Background: an optimization exercise with open tools, aiming at small area. Do not read the settings as production practice. Only simulation tests tie the RTL to the original design; equivalence was not proved. Power is estimated from default activity; no workload was simulated.

==> v22 <==
==> flow/design.v <==
module lcdControllerDemonstration
(
    input clk,
    input backLight,
    input lcdOnIn,
    input[15:0] in,
    output backLightOut,
    output[7:0] lcdBus,
    output lcdOnOut,
    output lcdReadWriteSel,
    output lcdRsSelect,
    output lcdEnableOut,
    output errorLed1,
    output errorLed2
);
    localparam KADDR = 2'd1, KDATA = 2'd3, KSHIFT = 2'd2, KINIT = 2'd0;
    localparam IPOWER = 5'd22;
    function [3:0] add3(input [3:0] x);
        reg g, c0, c1, c2;
        begin
            g = x[3] | (x[2] & (x[1] | x[0]));
            add3[0] = x[0] ^ g;
            c0 = x[0] & g;
            add3[1] = x[1] ^ g ^ c0;
            c1 = (x[1] & g) | (x[1] & c0) | (g & c0);
            add3[2] = x[2] ^ c1;
            c2 = x[2] & c1;
            add3[3] = x[3] ^ c2;
        end
    endfunction
    function [3:0] digitOf(input [15:0] v, input [2:0] s);
        integer i;
        reg[35:0] n;
        begin
            n = 36'd0;
            n[15:0] = v;
            for(i = 0; i < 16; i = i + 1)
            begin
                n[19:16] = add3(n[19:16]);
                n[23:20] = add3(n[23:20]);
                n[27:24] = add3(n[27:24]);
                n[31:28] = add3(n[31:28]);
                n[35:32] = add3(n[35:32]);
                n = n << 1;
            end
            case(s)
                3'd0: digitOf = n[35:32];
                3'd1: digitOf = n[31:28];
                3'd2: digitOf = n[27:24];
                3'd3: digitOf = n[23:20];
                default: digitOf = n[19:16];
            endcase
        end
    endfunction
    reg[19:0] cnt;   
    reg[1:0]  kind;
    reg[4:0]  idx;
    wire init = (kind == KINIT);
    wire[2:0] a = idx[2:0];
    wire[3:0] bl = cnt[19:16];
    reg[19:0] last;
    always @*
    begin
        last = 20'h009E0;
        if(init)
            case(idx)
                5'd22: last = 20'hF4262;
                5'd23, 5'd28, 5'd29, 5'd31: last = 20'h3D0AC;
                5'd24, 5'd25, 5'd26: last = 20'h01D68;
                default: last = 20'h009E0;
            endcase
    end
    wire endStep = ((cnt & last) == last);
    wire early = (cnt[11:5] == 7'd0) & (~init | (cnt[19:12] == 8'd0)) &
                 ~(cnt[4] & cnt[3] & (cnt[2] | (cnt[1] & cnt[0])));
    wire[2:0] fine = cnt[3:1] + a;
    wire atS1 = cnt[11] & cnt[8] & cnt[7] & cnt[6] & ~cnt[4] & ~cnt[0] & (fine == 3'd6);
    wire atS2 = early & ~cnt[4] & cnt[0] & (fine == 3'd5);
    wire atS3 = early & ~cnt[4] & ~cnt[0] & (fine == 3'd7);
    wire ldDg = (kind == KADDR && atS1) || (kind == KDATA && atS2);
    wire ldBl = (kind == KADDR && endStep) || (kind == KDATA && atS3);
    wire[19:0] inc = cnt + 1'b1;
    always @(posedge clk, negedge lcdOnIn)
    begin
        if(lcdOnIn == 1'b0)
        begin
            cnt <= 20'd32;  
            kind <= KINIT;
            idx <= IPOWER;
        end
        else
        begin
            if(init)
                cnt <= endStep ? 20'd0 : inc;
            else
            begin
                cnt[11:0] <= endStep ? 12'd0 : inc[11:0];
                if(ldDg)
                    cnt[15:12] <= digitOf(in, a);
                if(ldBl)
                    cnt[19:16] <= cnt[15:12];
            end
            if(endStep)
            begin
                if(init || kind == KSHIFT)
                    idx <= idx + 1'b1;
                case(kind)
                    KADDR: kind <= KDATA;
                    KDATA: kind <= KSHIFT;
                    KSHIFT: kind <= KADDR;
                    default: kind <= (idx == 5'd31) ? KADDR : KINIT;
                endcase
            end
        end
    end
    wire low5 = ~idx[4] & ~idx[3] & ~(idx[2] & (idx[1] | idx[0]));
    reg[7:0] bus;
    always @*
    begin
        case(kind)
            KINIT:
                case(idx)
                    5'd23, 5'd24, 5'd25, 5'd26: bus = 8'h38;
                    5'd27: bus = 8'h08;
                    5'd28, 5'd31: bus = 8'h01;
                    5'd29: bus = 8'h06;
                    5'd30: bus = 8'h0C;
                    default: bus = 8'h80;
                endcase
            KADDR: bus = {1'b1, idx[4], 2'b00, idx[3:0]};
            KDATA: bus = low5 ? {4'h3, bl} : 8'h80;
            KSHIFT: bus = (idx == 5'd31) ? 8'h02 : 8'h14;
            default: bus = 8'h80;
        endcase
    end
    assign lcdBus = bus;
    assign lcdEnableOut = early;
    assign lcdRsSelect = (kind == KDATA) || (kind == KSHIFT && !endStep) ||
                         (kind == KADDR && endStep);
    assign lcdReadWriteSel = 1'b0;
    assign errorLed1 = 1'b0;
    assign errorLed2 = 1'b0;
    assign lcdOnOut = lcdOnIn;
    assign backLightOut = backLight;
endmodule
==> flow/flow/run.sh <==
#!/bin/bash
# Layout flow: the standard flow, with two changes to synthesis only:
#  - ABC maps the logic with flow/abc_area.script (area oriented) instead of
#    ORFS's abc_area.script;
#  - adders are left to ABC (ADDER_MAP_FILE empty) instead of being mapped to
#    half/full adder cells first.
# Registers are mapped exactly as in the standard synthesis.
set -uo pipefail
WORK=$(pwd)
{
  echo 'proc abc {args} {'
  echo '  set i [lsearch -exact $args -script]'
  echo "  set args [lreplace \$args \$i [expr {\$i + 1}] -script $WORK/flow/abc_area.script]"
  echo '  yosys abc {*}$args'
  echo '}'
  cat "$WORK/synth_recipe.tcl"
} > "$WORK/my_synth.tcl"
bash standard.sh SYNTH_SCRIPT="$WORK/my_synth.tcl" ADDER_MAP_FILE= MIN_BUF_CELL_AND_PORTS="sky130_fd_sc_hd__buf_1 A X" synth > "$WORK/synth.log" 2>&1 || exit 1
bash standard.sh SYNTH_SCRIPT="$WORK/my_synth.tcl" ADDER_MAP_FILE= MIN_BUF_CELL_AND_PORTS="sky130_fd_sc_hd__buf_1 A X" BUFFER_PORTS_ARGS="-buffer_cell sky130_fd_sc_hd__buf_1" finish > "$WORK/layout.log" 2>&1 || exit 1
==> flow/flow/abc_area.script <==
strash
&get -n
&deepsyn -I 3 -T 40 -t
&put
dch -f
amap
topo
==> flow/standard.sh <==
#!/bin/bash
# synth_recipe.tcl (not shown) runs the flow's synth.tcl, then flattens the netlist and writes it again
# the make line also repeats each setting of config.mk as NAME=value (left out here)
make -C /OpenROAD-flow-scripts/flow DESIGN_CONFIG=/design/flow/config.mk WORK_HOME=/design/flow/orfs CLKGATE_MAP_FILE= SYNTH_SCRIPT=/design/flow/synth_recipe.tcl "${@:-finish}"
==> flow/config.mk <==
export PLATFORM = sky130hd
export DESIGN_NAME = lcdControllerDemonstration
export DESIGN_NICKNAME = lcdControllerDemonstration
export VERILOG_FILES = /design/flow/design.v
export SDC_FILE = /design/flow/constraint.sdc
export NUM_CORES = 4
export LEC_CHECK = 0
export ABC_AREA = 1
export CAP_MARGIN = 20
export CORE_MARGIN = 2
export CORE_UTILIZATION = 35
export CTS_BUF_LIST = sky130_fd_sc_hd__clkbuf_16
export CTS_CLUSTER_DIAMETER = 500
export CTS_CLUSTER_SIZE = 50
export PLACE_DENSITY = 0.6
export SLEW_MARGIN = 20
==> flow/constraint.sdc <==
create_clock -name core_clock -period 20.0 [get_ports {clk}]
set_input_delay 4.0000 -clock core_clock [delete_from_list [all_inputs] [get_ports {clk}]]
set_output_delay 4.0000 -clock core_clock [all_outputs]
set_load 0.01 [all_outputs]
==> v38: changes against v22 <==
--- a/flow/flow/run.sh
+++ b/flow/flow/run.sh
@@ -16,4 +16,4 @@
   cat "$WORK/synth_recipe.tcl"
 } > "$WORK/my_synth.tcl"
-bash standard.sh SYNTH_SCRIPT="$WORK/my_synth.tcl" ADDER_MAP_FILE= MIN_BUF_CELL_AND_PORTS="sky130_fd_sc_hd__buf_1 A X" synth > "$WORK/synth.log" 2>&1 || exit 1
-bash standard.sh SYNTH_SCRIPT="$WORK/my_synth.tcl" ADDER_MAP_FILE= MIN_BUF_CELL_AND_PORTS="sky130_fd_sc_hd__buf_1 A X" BUFFER_PORTS_ARGS="-buffer_cell sky130_fd_sc_hd__buf_1" finish > "$WORK/layout.log" 2>&1 || exit 1
+bash standard.sh SYNTH_SCRIPT="$WORK/my_synth.tcl" ADDER_MAP_FILE= synth > "$WORK/synth.log" 2>&1 || exit 1
+bash standard.sh SYNTH_SCRIPT="$WORK/my_synth.tcl" ADDER_MAP_FILE= finish > "$WORK/layout.log" 2>&1 || exit 1
Settings changed: CTS_BUF_LIST sky130_fd_sc_hd__clkbuf_16 to unset, CTS_CLUSTER_DIAMETER 500 to unset, CTS_CLUSTER_SIZE 50 to unset.
==> comparison <==
In v38 the core utilization is higher than in v22, by 1.7 points.
v38 finished clean. v22 ran to the end with no violations.
Critical path depth is the same in v38 and v22.
Against v38, the setup slack of v22 is higher by 520 ps.
Between v38 and v22, the lower die area is in v22 (gap about 0.6%, measured against v22).
Against v38, the sequential share of layout area of v22 is higher by 0.82 points.
Of v22 and v38, v22 has the higher routed wire length (gap about 0.27%, measured against v38).
Final cell count is the same in v22 and v38.
In v22 the clock power is larger than in v38, by about 40%.
==> figures <==
quantity                                                              v22                      v38
Result of the run                                 complete, no violations  complete, no violations
Longest individual stage delay on the worst path                   340 ps                   500 ps
Smallest setup slack after layout                                 6250 ps                  5740 ps
Cell variety after synth                                               40                       41
Worst-margin pin slew                                              793 ps                   764 ps
Area delta synth->final                                             10.6%                    14.6%
Worst voltage drop across the vdd grid                          0.0989 mV                0.0884 mV
Crit path max-delay cell type                                      nor2_1          clkdlybuf4s50_1
Vias in the first global route                                       3136                     3130
Post-Route M1 WL                                                  4070 µm                  4000 µm
Synth Area in Simple Gates                                          32.0%                    31.8%
Die Span X                                                        97.2 µm                  97.5 µm
Die Footprint                                                    9450 µm²                 9510 µm²
Achievable frequency                                             72.7 MHz                 70.1 MHz
GR Layer Usage met1                                                 24.2%                    24.4%
Vias per inst                                                        5.29                     5.43
Power in the clock group                                        0.0475 mW                0.0340 mW

---

==> v12: inputs <==
// lcdControllerDemonstration: RTL as listed in full above, without the edits since
Settings: LEC_CHECK=0, ABC_AREA=1, CAP_MARGIN=0, CORE_MARGIN=2, CORE_UTILIZATION=35, PLACE_DENSITY=0.6, SLEW_MARGIN=0; clock period 20.0 ns.
standard.sh (not shown) runs the stock make flow with config.mk's settings and CLKGATE_MAP_FILE= SYNTH_SCRIPT=/design/flow/synth_recipe.tcl, a recipe that flattens the netlist after the stock synthesis.
==> flow/flow/run.sh <==
#!/bin/bash
# Layout flow: the standard flow, with two changes to synthesis only:
#  - ABC maps the logic with flow/abc_area.script (area oriented) instead of
#    ORFS's abc_area.script;
#  - adders are left to ABC (ADDER_MAP_FILE empty) instead of being mapped to
#    half/full adder cells first.
# Registers are mapped exactly as in the standard synthesis.
set -uo pipefail
WORK=$(pwd)
{
  echo 'proc abc {args} {'
  echo '  set i [lsearch -exact $args -script]'
  echo "  set args [lreplace \$args \$i [expr {\$i + 1}] -script $WORK/flow/abc_area.script]"
  echo '  yosys abc {*}$args'
  echo '}'
  cat "$WORK/synth_recipe.tcl"
} > "$WORK/my_synth.tcl"
bash standard.sh SYNTH_SCRIPT="$WORK/my_synth.tcl" ADDER_MAP_FILE= MIN_BUF_CELL_AND_PORTS="sky130_fd_sc_hd__buf_1 A X" synth > "$WORK/synth.log" 2>&1 || exit 1
bash standard.sh SYNTH_SCRIPT="$WORK/my_synth.tcl" ADDER_MAP_FILE= MIN_BUF_CELL_AND_PORTS="sky130_fd_sc_hd__buf_1 A X" BUFFER_PORTS_ARGS="-buffer_cell sky130_fd_sc_hd__buf_1" finish > "$WORK/layout.log" 2>&1 || exit 1
==> flow/flow/abc_area.script <==
strash
&get -n
&deepsyn -I 3 -T 40 -t
&put
dch -f
amap
topo
==> v10: changes against v12 <==
--- a/flow/design.v
+++ b/flow/design.v
@@ -13,7 +13,7 @@
     output errorLed1,
     output errorLed2
 );
-    localparam KADDR = 2'd1, KDATA = 2'd3, KSHIFT = 2'd2, KINIT = 2'd0;
+    localparam KADDR = 2'd0, KDATA = 2'd1, KSHIFT = 2'd2, KINIT = 2'd3;
     localparam IPOWER = 5'd22;
     function [3:0] add3(input [3:0] x);
         reg g, c0, c1, c2;
@@ -104,12 +104,10 @@
             begin
                 if(init || kind == KSHIFT)
                     idx <= idx + 1'b1;
-                case(kind)
-                    KADDR: kind <= KDATA;
-                    KDATA: kind <= KSHIFT;
-                    KSHIFT: kind <= KADDR;
-                    default: kind <= (idx == 5'd31) ? KADDR : KINIT;
-                endcase
+                if(kind == KSHIFT || (init && idx == 5'd31))
+                    kind <= KADDR;
+                else if(!init)
+                    kind <= kind + 1'b1;
             end
         end
     end
@@ -129,8 +127,7 @@
                 endcase
             KADDR: bus = {1'b1, idx[4], 2'b00, idx[3:0]};
             KDATA: bus = low5 ? {4'h3, bl} : 8'h80;
-            KSHIFT: bus = (idx == 5'd31) ? 8'h02 : 8'h14;
-            default: bus = 8'h80;
+            default: bus = (idx == 5'd31) ? 8'h02 : 8'h14;
         endcase
     end
     assign lcdBus = bus;
--- a/flow/flow/run.sh
+++ b/flow/flow/run.sh
@@ -15,5 +15,5 @@
   echo '}'
   cat "$WORK/synth_recipe.tcl"
 } > "$WORK/my_synth.tcl"
-bash standard.sh SYNTH_SCRIPT="$WORK/my_synth.tcl" ADDER_MAP_FILE= MIN_BUF_CELL_AND_PORTS="sky130_fd_sc_hd__buf_1 A X" synth > "$WORK/synth.log" 2>&1 || exit 1
-bash standard.sh SYNTH_SCRIPT="$WORK/my_synth.tcl" ADDER_MAP_FILE= MIN_BUF_CELL_AND_PORTS="sky130_fd_sc_hd__buf_1 A X" BUFFER_PORTS_ARGS="-buffer_cell sky130_fd_sc_hd__buf_1" finish > "$WORK/layout.log" 2>&1 || exit 1
+bash standard.sh SYNTH_SCRIPT="$WORK/my_synth.tcl" ADDER_MAP_FILE= synth > "$WORK/synth.log" 2>&1 || exit 1
+bash standard.sh SYNTH_SCRIPT="$WORK/my_synth.tcl" ADDER_MAP_FILE= finish > "$WORK/layout.log" 2>&1 || exit 1
==> flow/flow/abc_area.script (replaced) <==
strash
&get -n
&deepsyn -T 60
&put
dch -f
amap
topo
--- a/flow/config.mk
+++ b/flow/config.mk
@@ -6,8 +6,8 @@
 export NUM_CORES = 4
 export LEC_CHECK = 0
 export ABC_AREA = 1
-export CAP_MARGIN = 0
+export CAP_MARGIN = 20
 export CORE_MARGIN = 2
 export CORE_UTILIZATION = 35
 export PLACE_DENSITY = 0.6
-export SLEW_MARGIN = 0
+export SLEW_MARGIN = 20
==> v26: changes against v12 <==
--- a/flow/config.mk
+++ b/flow/config.mk
@@ -6,8 +6,9 @@
 export NUM_CORES = 4
 export LEC_CHECK = 0
 export ABC_AREA = 1
-export CAP_MARGIN = 0
+export CAP_MARGIN = 20
 export CORE_MARGIN = 2
 export CORE_UTILIZATION = 35
+export GPL_TIMING_DRIVEN = 0
 export PLACE_DENSITY = 0.6
-export SLEW_MARGIN = 0
+export SLEW_MARGIN = 20
==> notes <==
- The highest clock skew belongs to v10, the lowest to v26.
- Between v12 and v10, the lower synthesized cell count is in v12 (gap about 2.4%, measured against v10).
- Worst setup slack, lowest first: v10, v26, v12.
- Global-route usage, lowest first: v12, v26, v10.
- The highest cell area belongs to v10, the lowest to v12.
- First-iteration DRC count, highest first: v12, v26, v10.
- Die area is the same in v26 and v12.
- In v12 the non-clock buffer count is lower than in v26, by 5.
- In clock-buffer cell count, v26 and v10 do not differ.
- The lowest combinational power belongs to v12, the highest to v10.
- Hold slack, highest first: v10, v26, v12.

==> port drivers added, routing unchanged <==
How much do the figures lean on ideal ports? The routed layouts below were timed once more, with nothing changed but the port constraints. Step 1, drivers: a clkbuf_16 drives clk and a buf_2 each remaining input, both assumed. Step 2 times the ports against the registers' clock, not the clock port: input delays grow and output delays shrink by t, the midpoint of the rising clock arrivals with the driver on. Slacks: ideal ports / drivers / drivers and shift; pairs: ideal ports / drivers.
run | t, ns | setup WS [ns] | hold slack, ns | worst setup path at the end | clock arrival spread, ns
v22 | 0.297 | 6.253 / 6.263 / 5.966 | 0.428 / 0.428 / 0.428 | input to register | 0.004 / 0.004
v38 | 0.306 | 5.736 / 5.741 / 5.435 | 0.442 / 0.442 / 0.442 | input to register | 0.008 / 0.009
v12 | 0.305 | 6.274 / 6.279 / 5.973 | 0.433 / 0.433 / 0.433 | input to register | 0.005 / 0.005
v10 | 0.298 | 5.091 / 5.089 / 4.791 | 0.469 / 0.469 / 0.469 | input to register | 0.009 / 0.009
v26 | 0.303 | 6.077 / 6.074 / 5.770 | 0.435 / 0.435 / 0.435 | input to register | 0.003 / 0.003
After both steps setup and hold are still met in every run listed. For v26, which loses most, drivers alone change the setup slack by -0.003 ns; drivers and shift together by -0.307 ns.
